What follows belongs to an exercise in optimizing a design on an open flow for small area; a production flow would make more cautious choices.
Function was checked by simulation only, so behaviour that the tests miss may differ from the original.

==> flow/design.v <==
module mux2to1(out, sel, in1 ,in2);
output out;
input sel,in1,in2;
wire a,b,c;
not(a,sel);
nand(b,in1,a);
nand(c,sel,in2);
nand(out,b,c);
endmodule
module round_off(in, out);
input [17:0] in;                  
output [7:0] out;                
wire [7:0] out_normal, out_normal_temp;
wire [7:0] out_overflow_positive, out_overflow_negative, out_overflow;
wire a, b, c, d, e, f, g, h, i, k, l, m;
wire following_bits_or, round_down_flag, overflow_flag, overflow_and_nagative;
wire [8:0] rounded_down, rounded_up;
nor(a,in[7],in[6]);
nor(b,in[5],in[4]);
nor(c,in[3],in[2]);
nor(d,in[1],in[0]);
and(e,a,b);
and(f,c,d);
nand(following_bits_or,e,f);  
not(g,following_bits_or);
not(h,in[9]);
nand(i,g,h);
nand(round_down_flag, i, in[8]);
assign rounded_down = in[17:9];
assign rounded_up = in[17:9] + 1'b1;
assign out_overflow_positive = 8'b01111111;
assign out_overflow_negative = 8'b10000000;
mux2to1 m1(out_normal_temp[7], round_down_flag, rounded_down[8], rounded_up[8]);
mux2to1 m2(out_normal_temp[6], round_down_flag, rounded_down[6], rounded_up[6]);
mux2to1 m3(out_normal_temp[5], round_down_flag, rounded_down[5], rounded_up[5]);
mux2to1 m4(out_normal_temp[4], round_down_flag, rounded_down[4], rounded_up[4]);
mux2to1 m5(out_normal_temp[3], round_down_flag, rounded_down[3], rounded_up[3]);
mux2to1 m6(out_normal_temp[2], round_down_flag, rounded_down[2], rounded_up[2]);
mux2to1 m7(out_normal_temp[1], round_down_flag, rounded_down[1], rounded_up[1]);
mux2to1 m8(out_normal_temp[0], round_down_flag, rounded_down[0], rounded_up[0]);
mux2to1 mm1(out_normal[7], (~rounded_up[8]&&rounded_up[7]), out_normal_temp[7], 1'b0);
mux2to1 mm2(out_normal[6], (~rounded_up[8]&&rounded_up[7]), out_normal_temp[6], 1'b1);
mux2to1 mm3(out_normal[5], (~rounded_up[8]&&rounded_up[7]), out_normal_temp[5], 1'b1);
mux2to1 mm4(out_normal[4], (~rounded_up[8]&&rounded_up[7]), out_normal_temp[4], 1'b1);
mux2to1 mm5(out_normal[3], (~rounded_up[8]&&rounded_up[7]), out_normal_temp[3], 1'b1);
mux2to1 mm6(out_normal[2], (~rounded_up[8]&&rounded_up[7]), out_normal_temp[2], 1'b1);
mux2to1 mm7(out_normal[1], (~rounded_up[8]&&rounded_up[7]), out_normal_temp[1], 1'b1);
mux2to1 mm8(out_normal[0], (~rounded_up[8]&&rounded_up[7]), out_normal_temp[0], 1'b1);
mux2to1 x1(out_overflow[7], in[17], out_overflow_positive[7], out_overflow_negative[7]);
mux2to1 x2(out_overflow[6], in[17], out_overflow_positive[6], out_overflow_negative[6]);
mux2to1 x3(out_overflow[5], in[17], out_overflow_positive[5], out_overflow_negative[5]);
mux2to1 x4(out_overflow[4], in[17], out_overflow_positive[4], out_overflow_negative[4]);
mux2to1 x5(out_overflow[3], in[17], out_overflow_positive[3], out_overflow_negative[3]);
mux2to1 x6(out_overflow[2], in[17], out_overflow_positive[2], out_overflow_negative[2]);
mux2to1 x7(out_overflow[1], in[17], out_overflow_positive[1], out_overflow_negative[1]);
mux2to1 x8(out_overflow[0], in[17], out_overflow_positive[0], out_overflow_negative[0]);
xor(overflow_flag,in[17],in[16]);
mux2to1 y1(out[7], overflow_flag, out_normal[7], out_overflow[7]);
mux2to1 y2(out[6], overflow_flag, out_normal[6], out_overflow[6]);
mux2to1 y3(out[5], overflow_flag, out_normal[5], out_overflow[5]);
mux2to1 y4(out[4], overflow_flag, out_normal[4], out_overflow[4]);
mux2to1 y5(out[3], overflow_flag, out_normal[3], out_overflow[3]);
mux2to1 y6(out[2], overflow_flag, out_normal[2], out_overflow[2]);
mux2to1 y7(out[1], overflow_flag, out_normal[1], out_overflow[1]);
mux2to1 y8(out[0], overflow_flag, out_normal[0], out_overflow[0]);
endmodule
module improveAccuracy(x_cosine, y_sine, cos_rounded, sin_rounded, error_cos, error_sin);
output reg [7:0] x_cosine, y_sine;
input [7:0] cos_rounded, sin_rounded;
input [17:0] error_cos, error_sin;
wire [17:0] error_cos_neg, error_sin_neg;
assign error_cos_neg = 18'b0 - error_cos;
assign error_sin_neg = 18'b0 - error_sin;
wire a,b,c,d,e,f,g,h;
wire i,j,k,l,m,n,o,p;
wire sin_neg_error_big_enough, cos_neg_error_big_enough;
nor(a,error_cos_neg[8],error_cos_neg[9]);
nor(b,error_cos_neg[10],error_cos_neg[11]);
nor(c,error_cos_neg[12],error_cos_neg[13]);
nor(d,error_cos_neg[14],error_cos_neg[15]);
and(f,a,b);
and(g,c,d);
nand(cos_neg_error_big_enough, f,g);
nor(i,error_sin_neg[8],error_sin_neg[9]);
nor(j,error_sin_neg[10],error_sin_neg[11]);
nor(k,error_sin_neg[12],error_sin_neg[13]);
nor(l,error_sin_neg[14],error_sin_neg[15]);
and(n,i,j);
and(o,k,l);
nand(sin_neg_error_big_enough, n,o);
always @ (*) begin
if(cos_rounded == 8'b0_1111111)
x_cosine <= cos_rounded;
else if(error_cos[17] == 0) begin
if(error_cos[8] == 1) begin
if(cos_rounded[7] == 0)
x_cosine <= cos_rounded + 8'b0_0000001;
else
x_cosine <= cos_rounded - 8'b0_0000001;
end
else
x_cosine <= cos_rounded;
end
else begin
if(cos_neg_error_big_enough) begin
if(cos_rounded[7] == 0) 
x_cosine <= cos_rounded - 8'b0_0000001;
else
x_cosine <= cos_rounded + 8'b0_0000001;
end
else
x_cosine <= cos_rounded;
end
if(sin_rounded == 8'b0_1111111)
y_sine <= sin_rounded;
else if(sin_rounded == 8'b1_0000000)
y_sine <= sin_rounded;
else if(error_sin[17] == 0) begin
if(error_sin[8] == 1)
y_sine <= sin_rounded + 8'b0_0000001;
else
y_sine <= sin_rounded;
end
else begin
if(sin_neg_error_big_enough)
y_sine <= sin_rounded - 8'b0_0000001;
else
y_sine <= sin_rounded;
end
end
endmodule 
module cordic8bit(x_cosine, y_sine, in_angle,clk,rst);
output reg [7:0] x_cosine, y_sine;
input [7:0] in_angle;
input clk,rst;
wire [7:0] x_cosine_wire [3:0], y_sine_wire [3:0];
reg [9:0] dir;
reg signed [17:0] x [12:0];
reg signed [17:0] y [12:0];
reg signed [17:0] z [11:0];
wire [7:0] cos_rounded_wire, sin_rounded_wire;
reg [7:0] cos_rounded_reg [3:0], sin_rounded_reg [3:0];
wire [10:0] dir_pos;
wire [17:0] x_wire_pos [10:0];
wire [17:0] y_wire_pos [10:0];
wire [17:0] z_wire_pos [10:0];
wire [10:0] dir_neg;
wire [17:0] x_wire_neg [10:0];
wire [17:0] y_wire_neg [10:0];
wire [17:0] z_wire_neg [10:0];
reg [17:0] error_cos [3:0] , error_sin [3:0];
wire [17:0] arctan [9:0];
assign arctan[0] = 18'b00_1100_1001_0000_1111;    
assign arctan[1] = 18'b00_0111_0110_1011_0001;    
assign arctan[2] = 18'b00_0011_1110_1011_0110;    
assign arctan[3] = 18'b00_0001_1111_1101_0101;    
assign arctan[4] = 18'b00_0000_1111_1111_1010;    
assign arctan[5] = 18'b00_0000_0111_1111_1111;    
assign arctan[6] = 18'b00_0000_0011_1111_1111;    
assign arctan[7] = 18'b00_0000_0001_1111_1111;    
assign arctan[8] = 18'b00_0000_0000_1111_1111;    
assign arctan[9] = 18'b00_0000_0000_0111_1111;    
genvar i;
for(i=0; i<10; i=i+1) begin
assign x_wire_pos[i+1] = x[i] - (y[i]>>>i);
assign y_wire_pos[i+1] = y[i] + (x[i]>>>i);
assign z_wire_pos[i+1] = z[i] - (arctan[i]);
assign dir_pos[i+1] = z_wire_pos[i+1][17];
assign x_wire_neg[i+1] = x[i] + (y[i]>>>i);
assign y_wire_neg[i+1] = y[i] - (x[i]>>>i);
assign z_wire_neg[i+1] = z[i] + (arctan[i]);
assign dir_neg[i+1] = z_wire_neg[i+1][17]; 
end
round_off cos( x[10], cos_rounded_wire);
round_off sin( y[10], sin_rounded_wire);
improveAccuracy x0(x_cosine_wire[0], y_sine_wire[0], cos_rounded_reg[0], sin_rounded_reg[0], error_cos[0], error_sin[0]);
improveAccuracy x1(x_cosine_wire[1], y_sine_wire[1], cos_rounded_reg[1], sin_rounded_reg[1], error_cos[1], error_sin[1]);
improveAccuracy x2(x_cosine_wire[2], y_sine_wire[2], cos_rounded_reg[2], sin_rounded_reg[2], error_cos[2], error_sin[2]);
integer j;
always @ (posedge clk) begin
if(!rst) begin
dir <= 0;
for(j=0; j<4; j=j+1) begin
error_cos[j] <= 'b0;
error_sin[j] <= 'b0;
cos_rounded_reg[j] <= 'b0;
sin_rounded_reg[j] <= 'b0;
end
x[0] <= 18'b00_1001101110000000;   
y[0] <= 18'b00_0000000000000000;
z[0] <= 18'b00_0000000000000000;
for(j=1; j<12; j=j+1) begin
x[j] <= 'b0;
y[j] <= 'b0;
z[j] <= 'b0;
end
end
else begin
dir[0] <= in_angle[7];
z[0] <= {in_angle, 10'b0};
for(j=0; j<10; j=j+1) begin
if(dir[j] == 0) begin
x[j+1] <= x_wire_pos[j+1];
y[j+1] <= y_wire_pos[j+1];
z[j+1] <= z_wire_pos[j+1];
if(j<9)
dir[j+1] <= dir_pos[j+1];
end
else begin
x[j+1] <= x_wire_neg[j+1];
y[j+1] <= y_wire_neg[j+1];
z[j+1] <= z_wire_neg[j+1];
if(j<9)
dir[j+1] <= dir_neg[j+1];
end
end
x[11] <= x[10];
y[11] <= y[10];
x[12] <= x[11];
y[12] <= y[11];
error_cos[0] <= x[10] - {1'b0, cos_rounded_wire, 9'b0};
if(sin_rounded_wire[7] == 0)
error_sin[0] <= y[10] - {1'b0, sin_rounded_wire, 9'b0};
else
error_sin[0] <= y[10] - {1'b1, sin_rounded_wire, 9'b0};
cos_rounded_reg[0] <= cos_rounded_wire;
sin_rounded_reg[0] <= sin_rounded_wire;
error_cos[1] <= x[11] - {1'b0, x_cosine_wire[0], 9'b0};
if(y_sine_wire[0][7] == 0)
error_sin[1] <= y[11] - {1'b0, y_sine_wire[0], 9'b0};
else
error_sin[1] <= y[11] - {1'b1, y_sine_wire[0], 9'b0};
cos_rounded_reg[1] <= x_cosine_wire[0];
sin_rounded_reg[1] <= y_sine_wire[0];
error_cos[2] <= x[12] - {1'b0, x_cosine_wire[1], 9'b0};
if(y_sine_wire[1][7] == 0)
error_sin[2] <= y[12] - {1'b0, y_sine_wire[1], 9'b0};
else
error_sin[2] <= y[12] - {1'b1, y_sine_wire[1], 9'b0};
cos_rounded_reg[2] <= x_cosine_wire[1];
sin_rounded_reg[2] <= y_sine_wire[1];
x_cosine <= x_cosine_wire[2];
y_sine <= y_sine_wire[2];
end
end
endmodule
==> flow/run.sh <==
#!/bin/bash
# synth_recipe.tcl (not shown) runs the flow's synth.tcl, then flattens the netlist and writes it again
# the make line also repeats each setting of config.mk as NAME=value (left out here)
make -C /OpenROAD-flow-scripts/flow DESIGN_CONFIG=/design/flow/config.mk WORK_HOME=/design/flow/orfs CLKGATE_MAP_FILE= SYNTH_SCRIPT=/design/flow/synth_recipe.tcl finish
==> flow/config.mk <==
export PLATFORM = sky130hd
export DESIGN_NAME = cordic8bit
export DESIGN_NICKNAME = cordic8bit
export VERILOG_FILES = /design/flow/design.v
export SDC_FILE = /design/flow/constraint.sdc
export NUM_CORES = 4
export LEC_CHECK = 0
export CAP_MARGIN = 20
export CORE_MARGIN = 2
export CORE_UTILIZATION = 40
export SLEW_MARGIN = 20
==> flow/constraint.sdc <==
create_clock -name core_clock -period 5.0 [get_ports {clk}]
set_input_delay 1.0000 -clock core_clock [delete_from_list [all_inputs] [get_ports {clk}]]
set_output_delay 1.0000 -clock core_clock [all_outputs]
set_load 0.01 [all_outputs]
==> results by group <==
Place
  • Worst slack at placement: 1.08 ns
  • HPWL Detailed: 78800 um
  • Port Buf Inserts: 25
  • Placed Cells incl. Taps: between 6000 and 7000
  • Weighted congestion reported at the end of routability-driven placement: about 0.87

Timing
  • Final setup violating endpoints: 0
  • Rel. slew slack: a little under two fifths
  • Fin. max-slew vios: 0
  • Total count of hold-check failures in the final report: 0
  • Worst Tran Pin Value: about 0.9 ns
  • Final worst path period need: approximately 4 ns
  • Max Fclk: ~250 MHz
  • RSZ-0062 raised after global routing: false
  • Tcrit/Tclk final: between 70% and 80%
  • Least setup slack across all paths after layout: about 1 ns
  • Fin Clk Skew: about 0.044 ns
  • Final TNS setup: 0 ns

GRT
  • Pin count of the biggest net entering global routing: about 170
  • Initial antenna violation count: 1
  • Total Routing Usage GR: around 19%
  • Number of global-route vias before repair: about 34000
  • Sum of overflow across all layers after global routing: 0
  • First-pass GRT wire length: 172000 um

Synth
  • FF+latch count, synth: 664
  • Cell area after synthesis: approximately 43000 um^2
  • Gate count after technology mapping: approximately 5100
  • Async set or reset register ratio after synthesis: 0%
  • Count of cell types in the netlist: 106
  • Share of synthesized area occupied by flip-flops and latches: about a third
  • Syn nets: between 5000 and 6000
  • Ys Warns: 16
  • Most used flip-flop cell after synthesis: sky130_fd_sc_hd__dfxtp_1
  • Number of flops mapped to enable cells by yosys: 52
  • Avg Synthesized Cell Area: between 8 and 9 um^2

Routing
  • Remaining antenna violation count after routing: 0
  • Average wire per cell in the routed design: 16.0 um
  • Via count: approximately 36000
  • Number of iterations in the first detailed-routing pass: 7
  • Total detailed-routing wirelength: 105000 um
  • Vias per cell: 5.46
  • Number of remaining DRC errors: 0
  • Initial DRC Count: between 2000 and 2500

Critical path
  • Startpoint type of the worst setup path: register
  • CP required: approximately 5.5 ns
  • Capturing element type of the critical path: register
  • Crit path DAT: around 4.5 ns
  • Slowest stage cell, crit path: sky130_fd_sc_hd__nor4_1
  • Worst path most repeated cell: sky130_fd_sc_hd__xnor2_1
  • Crit path kind: register to register
  • Chain of cells forming the critical path: nor4_1, a211o_1, nand2_1, a211oi_1, o21ai_0, xnor2_1, ha_1, inv_1, fa_1, a21o_1, a21oi_1, o21ai_0, o41ai_1, xnor2_1, xnor2_1, nor2_1
  • Largest stage delay on the critical path: about 0.5 ns
  • Maximum fanout along the worst path: 5

Cells and area
  • P&R area growth vs syn: 10.3%
  • Count of placed standard cells in the final layout, fillers left out: 6545
  • Final core utilization: between 40 and 50%
  • Most flop-heavy register: y
  • Flip-flop count of the largest register after layout: 187
  • Number of filler instances in the final layout: approximately 11000
  • Fraction of final layout cells sized beyond drive strength 1: under 10%
  • Storage cell area: around 14000 um^2
  • Leading cell types in the layout, fill and taps excluded: sky130_fd_sc_hd__nor2_1, sky130_fd_sc_hd__dfxtp_1, sky130_fd_sc_hd__ha_1
  • Commonest non-fill, non-tap cell in the layout: sky130_fd_sc_hd__nor2_1
  • Number of nets in the layout: 5505
  • Final antenna diode count: 0
  • Largest registers in the final layout: y (187), x (184), z (135)
  • Multi-input gate area: roughly 28000 um^2

Floorplanning
  • Placeable core area: between 100000 and 150000 um^2
  • Area enclosed by the die boundary: about 110000 um^2
  • Initial cell density of the core: 40.3%
  • Overall die height: between 300 and 400 um
  • Die Span X: 333 um
  • Number of primary I/O pins: 26
  • FP Rows: 120

Clock network
  • Post-CTS Hold Fix Bufs: 0
  • Post-CTS Setup Bufs: 0
  • Number of levels the H-tree was split into: 3
  • Clock latency at the later pin of the worst-skew pair: approximately 0.67 ns
  • Inserted Clock Buffers: between 70 and 80
  • Clk Tree Root Cell: sky130_fd_sc_hd__clkbuf_16
  • Buffer levels on the longest clock path: 3
  • Post-CTS clock slew at the launch and capture registers of the worst setup and hold paths: roughly 0.06 ns
  • TritonCTS clock tree: built
  • Number of sinks handled by clock tree synthesis: approximately 660
  • Number of instances resized during post-cts repair: 0

Hold path
  • Kind of path behind the tightest hold check: register to register

Job
  • Number of maximum-capacitance violations: 0

Run status
  • Status: finished clean
-- synthesized netlist by cell type, drive strengths merged (43+ instances only) --
cell type    n  area, um^2
o21ai      206        1030
or3         43         275
ha         398        4980
clkbuf     145         544
dfxtp      612       12300
nand2      248         931
a211oi      52         390
a31oi       51         319
a21o       116         871
and3        58         364
nor2b       64         400
edfxtp      52        1560
nor3       175         886
nand3      106         531
nand4       56         350
and2       144         901
inv        224         841
mux2i       62         633
xor2       217        1910
nand2b      60         375
a21oi      377        1890
xnor2      285        2500
nor4        72         499
nor2       693        2600
-- critical path: cells and delay by family, from the launching register on --
kind,cells,cell delay [ns]
compound gates,7,1.68
simple gates,3,0.68
fa+ha+maj,2,0.58
xor+xnor,3,0.53
flops,1,0.31
buf+inv,1,0.06
-- through the flow --
stage	hold WS, ns	cell area, um^2
detailed placement	0.428	44700
floorplan	0.408	43200
finish	0.431	47600
global placement	0.419	44700
CTS	0.436	47600
global route	0.444	47600
-- worst paths after layout --
check            from                to  slack [ns]  cells past startpoint
max          y[11][2]  error_sin[1][17]        1.02                     16
min          y[12][7]   error_sin[2][7]        0.43                      1
max reg2reg  y[11][2]  error_sin[1][17]        1.02                     16
min reg2reg  y[12][7]   error_sin[2][7]        0.43                      1
-- final cells by class --
class | count | area share, %
Tap cell | 1403 | 3.68
Sequential cell | 664 | 29.0
Clock inverter | 46 | 1.43
Multi-Input combinational cell | 4060 | 58.4
Clock buffer | 101 | 4.73
Inverter | 224 | 1.78
Timing Repair Buffer | 47 | 0.988
-- routing by layer --
layer | wire (um) | vias up | track usage (%)
met3 | 3180 | 152 | 2.08
met2 | 50500 | 590 | 32.2
met4 | 2370 | 0 | 4.95
met5 | 0 | - | 0
li1 | - | 18200 | -
met1 | 49000 | 16800 | 24.3
-- logic make-up (layout without fill, tap and decap cells) --
| family | after synthesis | after routing | share of synthesized area, % |
|---|---|---|---|
| AND/OR/NAND/NOR | 1869 | 1869 | 21.6 |
| multiplexers | 82 | 82 | 1.99 |
| AO/OA/AOI/OAI | 1186 | 1186 | 18.0 |
| flip-flops | 664 | 664 | 32.0 |
| adder cells (fa/ha/maj) | 420 | 420 | 12.5 |
| XOR/XNOR | 503 | 503 | 10.3 |
| buffers and inverters | 402 | 418 | 3.61 |

what the ideal ports hide:
How much do the figures lean on ideal ports? The routed layout below was timed once more, with nothing changed but the port constraints. Step 1 sets driving cells, clkbuf_16 on the clock port and buf_2 on the other inputs (assumed; they add their load-dependent delay and slew). Step 2 times the ports against the registers' clock, not the clock port: input delays grow and output delays shrink by t, the midpoint of the rising clock arrivals with the driver on. a / b / c = ideal ports / drivers / drivers and shift; a / b = the first two.
t (ns): 0.713
setup WS [ns]: 1.023 / 1.023 / 1.023
worst setup path at the end: register to register
clock arrival spread, ns: 0.043 / 0.044
worst data-port slew with drivers (ns): 0.08
After both steps this run still meets setup and hold. The setup slack of this run moves by 0.000 ns with the drivers and by 0.000 ns with both steps.
